What follows belongs to an exercise in optimizing a design on an open flow for small area, a short achievable clock period and few clock cycles; a production flow would make more cautious choices. In this exercise RTL edits were held to simulation tests only and were not proved equivalent to the original. Power is estimated from default activity; no workload was simulated.

==> flow/design.v <==
function tp_(input [1:0] t); tp_ = t[0] & !t[1]; endfunction
function tn_(input [1:0] t); tn_ = t[1]; endfunction
function tz_(input [1:0] t); tz_ = !t[0]; endfunction
function [3:0] tfa(input [1:0] a, input [1:0] b, input cp, input ge);
	reg w2, w1, w0, wm1, wm2, c1, c0, cm, sp, sn, cpo, geo;
	begin
		w2 = tp_(a) & tp_(b);
		wm2 = tn_(a) & tn_(b);
		w1 = (tp_(a) & tz_(b)) | (tz_(a) & tp_(b));
		wm1 = (tn_(a) & tz_(b)) | (tz_(a) & tn_(b));
		w0 = !(w2 | wm2 | w1 | wm1);
		c1 = cp;
		c0 = ge & !cp;
		cm = !ge;
		sp = (w1 & c0) | (w0 & c1) | (w2 & cm) | (wm2 & c0) | (wm1 & cm);
		sn = (wm1 & c0) | (w0 & cm) | (wm2 & c1) | (w2 & c0) | (w1 & c1);
		cpo = (w2 & ge) | (w1 & cp);
		geo = !((wm2 & !cp) | (wm1 & !ge));
		tfa = {cpo, geo, sn, sp | sn};
	end
endfunction
`timescale 1ps / 1ps
`default_nettype none
module trisign #(parameter N = 9) (
	input wire [N-1:0] p,
	input wire [N-1:0] n,
	output wire pos,
	output wire neg
);
generate
	if (N == 1) begin : leaf
		assign pos = p[0];
		assign neg = n[0];
	end else begin : node
		localparam NL = N / 2;
		wire lp, ln, hp, hn;
		trisign #(.N(NL)) lo(.p(p[NL-1:0]), .n(n[NL-1:0]), .pos(lp), .neg(ln));
		trisign #(.N(N-NL)) hi(.p(p[N-1:NL]), .n(n[N-1:NL]), .pos(hp), .neg(hn));
		assign pos = hp | (!hn & lp);
		assign neg = hn | (!hp & ln);
	end
endgenerate
endmodule
`timescale 1ps / 1ps
`default_nettype none
module trimuldiv (
	input wire clk,
	input wire rst,
	input wire mul_start,
	input wire div_start,
	input wire [17:0] lhs,
	input wire [17:0] rhs,
	output wire mul_done,
	output wire [17:0] mul_res,
	output wire signed [1:0] mul_sf,
	output wire div_done,
	output wire div_by0,
	output wire [17:0] div_quo,
	output wire signed [1:0] div_quo_sf,
	output wire [17:0] div_rem,
	output wire signed [1:0] div_rem_sf
);
function tp_(input [1:0] t); tp_ = t[0] & !t[1]; endfunction
function tn_(input [1:0] t); tn_ = t[1]; endfunction
function tz_(input [1:0] t); tz_ = !t[0]; endfunction
function [3:0] tfa(input [1:0] a, input [1:0] b, input cp, input ge);
	reg w2, w1, w0, wm1, wm2, c1, c0, cm, sp, sn, cpo, geo;
	begin
		w2 = tp_(a) & tp_(b);
		wm2 = tn_(a) & tn_(b);
		w1 = (tp_(a) & tz_(b)) | (tz_(a) & tp_(b));
		wm1 = (tn_(a) & tz_(b)) | (tz_(a) & tn_(b));
		w0 = !(w2 | wm2 | w1 | wm1);
		c1 = cp;
		c0 = ge & !cp;
		cm = !ge;
		sp = (w1 & c0) | (w0 & c1) | (w2 & cm) | (wm2 & c0) | (wm1 & cm);
		sn = (wm1 & c0) | (w0 & cm) | (wm2 & c1) | (w2 & c0) | (w1 & c1);
		cpo = (w2 & ge) | (w1 & cp);
		geo = !((wm2 & !cp) | (wm1 & !ge));
		tfa = {cpo, geo, sn, sp | sn};
	end
endfunction
integer i;
reg [17:0] R;
reg [17:0] Q;
reg [17:0] D;
reg [3:0] cnt;
reg busy;
reg isdiv;
reg dm, dd;
reg dz;		 
reg first;	 
reg [1:0] S;	 
reg ng;		 
reg [1:0] QS;	 
reg [1:0] MS;	 
wire [1:0] qtop = Q[17:16];
wire tp = isdiv & tp_(qtop);
wire tn = isdiv & tn_(qtop);
wire [17:0] R1 = {R[15:0], tn, tp | tn};
wire [17:0] Q1 = {Q[15:0], 2'b00};
wire s_pos = tp_(S);
wire s_neg = tn_(S);
reg [8:0] q1p, q1n;
always @* begin
	for (i = 0; i < 9; i = i + 1) begin
		q1p[i] = tp_(Q1[2*i+:2]);
		q1n[i] = tn_(Q1[2*i+:2]);
	end
end
reg [8:0] dp, dn;
always @* begin
	for (i = 0; i < 9; i = i + 1) begin
		dp[i] = tp_(D[2*i+:2]);
		dn[i] = tn_(D[2*i+:2]);
	end
end
wire d_pos, d_neg;
trisign sgn_d(.p(dp), .n(dn), .pos(d_pos), .neg(d_neg));
wire q1_pos, q1_neg;
trisign sgn_q1(.p(q1p), .n(q1n), .pos(q1_pos), .neg(q1_neg));
reg [17:0] N;
always @* begin
	for (i = 0; i < 9; i = i + 1)
		N[2*i+:2] = {D[2*i+1] ^ (ng & D[2*i]), D[2*i]};
end
reg [17:0] L;
reg cp, ge;
reg [3:0] fa;
always @* begin
	cp = 0;
	ge = 1;
	for (i = 0; i < 9; i = i + 1) begin
		fa = tfa(R1[2*i+:2], N[2*i+:2], cp, ge);
		L[2*i+:2] = fa[1:0];
		cp = fa[3];
		ge = fa[2];
	end
end
reg [8:0] lp, ln, wp, wn;
always @* begin
	for (i = 0; i < 9; i = i + 1) begin
		lp[i] = tp_(L[2*i+:2]);
		ln[i] = tn_(L[2*i+:2]);
		wp[i] = (tp_(R1[2*i+:2]) & !ln[i]) | (lp[i] & !tn_(R1[2*i+:2]));
		wn[i] = (tn_(R1[2*i+:2]) & !lp[i]) | (ln[i] & !tp_(R1[2*i+:2]));
	end
end
wire l_pos, l_neg, w_pos, w_neg;
trisign sgn_l(.p(lp), .n(ln), .pos(l_pos), .neg(l_neg));
trisign sgn_w(.p(wp), .n(wn), .pos(w_pos), .neg(w_neg));
wire w_zero = !w_pos && !w_neg;
wire c_pos = s_pos & !first;
wire c_neg = s_neg & !first;
wire choose_div = (w_pos && c_pos) || (w_neg && c_neg)
	|| (w_zero && ((q1_pos && c_pos) || (q1_neg && c_neg)));
wire choose = isdiv ? choose_div : qtop[0];
wire qt_nz = isdiv && choose_div;
wire [1:0] qtrit_n = {qt_nz & !ng, qt_nz};
wire fd = first & isdiv;
wire ftp = tp_(qtop);
wire ftn = tn_(qtop);
wire d_hi0 = !(D[16] | D[14] | D[12] | D[10] | D[8] | D[6] | D[4]);
wire d_is1 = d_hi0 & !D[2] & D[0];
wire d_is2 = d_hi0 & D[2] & D[0] & (D[3] ^ D[1]);
wire f_tie = (q1_pos & ftp) | (q1_neg & ftn);
wire f_ch = (ftp | ftn) & (d_is1 | (d_is2 & f_tie));
wire [1:0] f_r0 = f_ch ? (d_is2 ? {ftp, 1'b1} : 2'b00) : qtop;
wire [1:0] f_qtrit = {f_ch & ((ftp & d_neg) | (ftn & d_pos)), f_ch};
wire [1:0] qtrit = fd ? f_qtrit : qtrit_n;
reg [9:0] dsuf;	 
reg r_small;
always @* begin
	dsuf[9] = 0;
	for (i = 8; i >= 0; i = i - 1)
		dsuf[i] = dsuf[i+1] | D[2*i];
	r_small = dsuf[3];
	for (i = 0; i < 9; i = i + 1)
		r_small = r_small & (!R[2*i] | (i + 4 <= 8 ? dsuf[(i + 4 <= 8) ? i + 4 : 9] : 1'b0));
end
wire skip = cnt != 0 && (isdiv ? (r_small || (!S[0] && !Q[14])) : (!Q[16] && !Q[14]));
wire last = cnt == 0 || (skip && cnt == 1);
wire [1:0] t_next = skip ? Q[13:12] : Q[15:14];
wire [17:0] R_sh2 = {R[13:0], isdiv ? Q[17:14] : 4'b0};
wire [17:0] R_alt = skip ? R_sh2 : fd ? {16'b0, f_r0} : R1;
wire [17:0] R_next = choose ? L : R_alt;
wire [17:0] Q_next = skip ? {Q[13:0], 4'b0} : {Q[15:0], qtrit};
wire tx = isdiv && !last;
wire txp = tx & tp_(t_next);
wire txn = tx & tn_(t_next);
wire sa_pos = l_pos | (!l_neg & txp);	 
wire sa_neg = l_neg | (!l_pos & txn);
wire sb_pos = s_pos | (!s_neg & txp);	 
wire sb_neg = s_neg | (!s_pos & txn);
wire sf_pos = tp_(f_r0) | (!tn_(f_r0) & txp);	 
wire sf_neg = tn_(f_r0) | (!tp_(f_r0) & txn);
wire k_pos = s_pos | (!s_neg & isdiv & tp_(Q[15:14]));	 
wire k_neg = s_neg | (!s_pos & isdiv & tn_(Q[15:14]));
wire sk_pos = k_pos | (!k_neg & txp);	 
wire sk_neg = k_neg | (!k_pos & txn);
wire so_pos = skip ? sk_pos : fd ? sf_pos : sb_pos;
wire so_neg = skip ? sk_neg : fd ? sf_neg : sb_neg;
wire sn_pos = choose ? sa_pos : so_pos;
wire sn_neg = choose ? sa_neg : so_neg;
wire ng_a = sa_pos ^ d_neg;
wire ng_o = so_pos ^ d_neg;
wire ng_next = isdiv ? (choose_div ? ng_a : ng_o) : t_next[1];
wire start = mul_start | div_start;
always @(posedge clk) begin
	if (busy) begin
		R <= R_next;
		Q <= Q_next;
		S <= {sn_neg, sn_pos | sn_neg};
		ng <= ng_next;
		if (!QS[0])
			QS <= qtrit;
		if (!MS[0])
			MS <= {(tp_(qtop) & d_neg) | (tn_(qtop) & d_pos),
				(tp_(qtop) & d_pos) | (tn_(qtop) & d_neg) | (tp_(qtop) & d_neg) | (tn_(qtop) & d_pos)};
		cnt <= cnt - (skip ? 4'd2 : 4'd1);
	end else begin
		R <= 0;
		Q <= lhs;
		D <= rhs;
		S <= div_start ? lhs[17:16] : 2'b00;
		ng <= lhs[17];
		QS <= 0;
		MS <= 0;
		isdiv <= div_start;
		cnt <= 8;
	end
	dz <= !d_pos & !d_neg;
	first <= !busy;
	if (rst) begin
		busy <= 0;
		dm <= 0;
		dd <= 0;
	end else begin
		busy <= busy ? !last : start;
		dm <= busy && last && !isdiv;
		dd <= busy && last && isdiv;
	end
end
assign mul_done = dm;
assign mul_res = R;
assign mul_sf = MS;
assign div_done = dd;
assign div_by0 = dz;
assign div_quo = Q;
assign div_rem = R;
assign div_quo_sf = QS;
assign div_rem_sf = S;
endmodule
Settings: LEC_CHECK=0, ABC_AREA=1, CAP_MARGIN=20, CORE_MARGIN=2, CORE_UTILIZATION=65, SLEW_MARGIN=20; clock period 17.0 ns.
standard.sh (not shown) runs the stock make flow with config.mk's settings and CLKGATE_MAP_FILE= SYNTH_SCRIPT=/design/flow/synth_recipe.tcl, a recipe that flattens the netlist after the stock synthesis.
==> flow/flow/run.sh <==
#!/bin/bash
# Standard layout with a small buffer on every port; the timing repairs aim
# for extra setup slack on the worst paths; a smaller clock tree without
# dummy loads; after global placement, stronger output buffers and
# stronger flip-flops driving them.
set -euo pipefail
HERE=$(pwd)
export BUFFER_PORTS_ARGS="-buffer_cell sky130_fd_sc_hd__buf_1"
export SETUP_SLACK_MARGIN=12.5
export TNS_END_PERCENT=0
export CTS_ARGS="-sink_clustering_enable -repair_clock_nets -dont_use_dummy_load -sink_clustering_size 30 -buf_list sky130_fd_sc_hd__clkbuf_8"
export POST_GLOBAL_PLACE_TCL=$HERE/flow/upsize_out.tcl
bash standard.sh > standard.log 2>&1
==> flow/flow/upsize_out.tcl <==
# Output ports: a stronger port buffer, and a stronger flip-flop driving it.
proc my_upsize_outputs {} {
  set nb 0
  set nf 0
  set block [ord::get_db_block]
  foreach bt [$block getBTerms] {
    if {[$bt getIoType] != "OUTPUT"} { continue }
    set net [$bt getNet]
    foreach it [$net getITerms] {
      if {![$it isOutputSignal]} { continue }
      set inst [$it getInst]
      if {[[$inst getMaster] getName] == "sky130_fd_sc_hd__buf_1"} {
        replace_cell [get_cells [$inst getName]] sky130_fd_sc_hd__buf_2
        incr nb
      }
      foreach it2 [$inst getITerms] {
        if {![$it2 isInputSignal]} { continue }
        set n2 [$it2 getNet]
        if {$n2 == "NULL"} { continue }
        foreach it3 [$n2 getITerms] {
          if {![$it3 isOutputSignal]} { continue }
          set i3 [$it3 getInst]
          if {[regexp {^sky130_fd_sc_hd__dfxtp_1$} [[$i3 getMaster] getName]]} {
            replace_cell [get_cells [$i3 getName]] sky130_fd_sc_hd__dfxtp_2
            incr nf
          }
        }
      }
    }
  }
  puts "my_upsize_outputs: $nb buffers, $nf flip-flops"
}
my_upsize_outputs
The first run completed with no timing, DRC or antenna violations.
Testbench counts at the start, summed over its fixed seeds: cycles 28,495.
Rerun with:
==> flow/flow/run.sh (replaced) <==
#!/bin/bash
# Standard layout with a small buffer on every port; the timing repairs aim
# for extra setup slack on the worst paths.
set -euo pipefail
export BUFFER_PORTS_ARGS="-buffer_cell sky130_fd_sc_hd__buf_1"
export SETUP_SLACK_MARGIN=12.5
export TNS_END_PERCENT=0
bash standard.sh > standard.log 2>&1
--- a/flow/config.mk
+++ b/flow/config.mk
@@ -11 +11 @@
-export CORE_UTILIZATION = 65
+export CORE_UTILIZATION = 40
removed: flow/flow/upsize_out.tcl
Routed wire length came out higher by about 1.3%.
Total power rises by 6.9%.
Global-route usage shrinks by 11 points.
Utilization decreases by 27 points.
Non-clock buffer count went down by 1.
Rerun with:
--- a/flow/flow/run.sh
+++ b/flow/flow/run.sh
@@ -3 +3,2 @@
-# for extra setup slack on the worst paths.
+# for extra setup slack on the worst paths; a smaller clock tree without
+# dummy loads.
@@ -7,0 +9 @@
+export CTS_ARGS="-sink_clustering_enable -repair_clock_nets -dont_use_dummy_load -sink_clustering_size 30 -buf_list sky130_fd_sc_hd__clkbuf_8"
Result: Cell count decreases by 0.45%; sequential cell count does not change; worst setup slack degrades by 13 ps; combinational power stays flat; die area stays the same; area after synthesis does not change; total power fell by 8.3%; routed wire length is about the same.

[re-timing with driven ports]
How much do the figures lean on ideal ports? The routed layouts below were timed once more, with nothing changed but the port constraints. Step 1 sets driving cells, clkbuf_16 on the clock port and buf_2 on the other inputs (assumed; they add their load-dependent delay and slew). Step 2 adds t to the input delays and takes it off the output delays; t is the mean of the earliest and latest rising clock arrival at the registers after step 1. Input paths then give back, and output paths get back, about the clock's delay inside the block. Slacks: ideal / step 1 / step 2; pairs: ideal / step 1.
run | t, ns | setup slack, ns | worst register clock-pin slew, ns
the first run | 0.369 | 12.680 / 12.646 / 12.865 | 0.08 / 0.08
the second run | 0.375 | 12.533 / 12.495 / 12.870 | 0.06 / 0.06
the third run | 0.383 | 12.520 / 12.484 / 12.867 | 0.08 / 0.08
After both steps setup and hold are still met in every run listed.
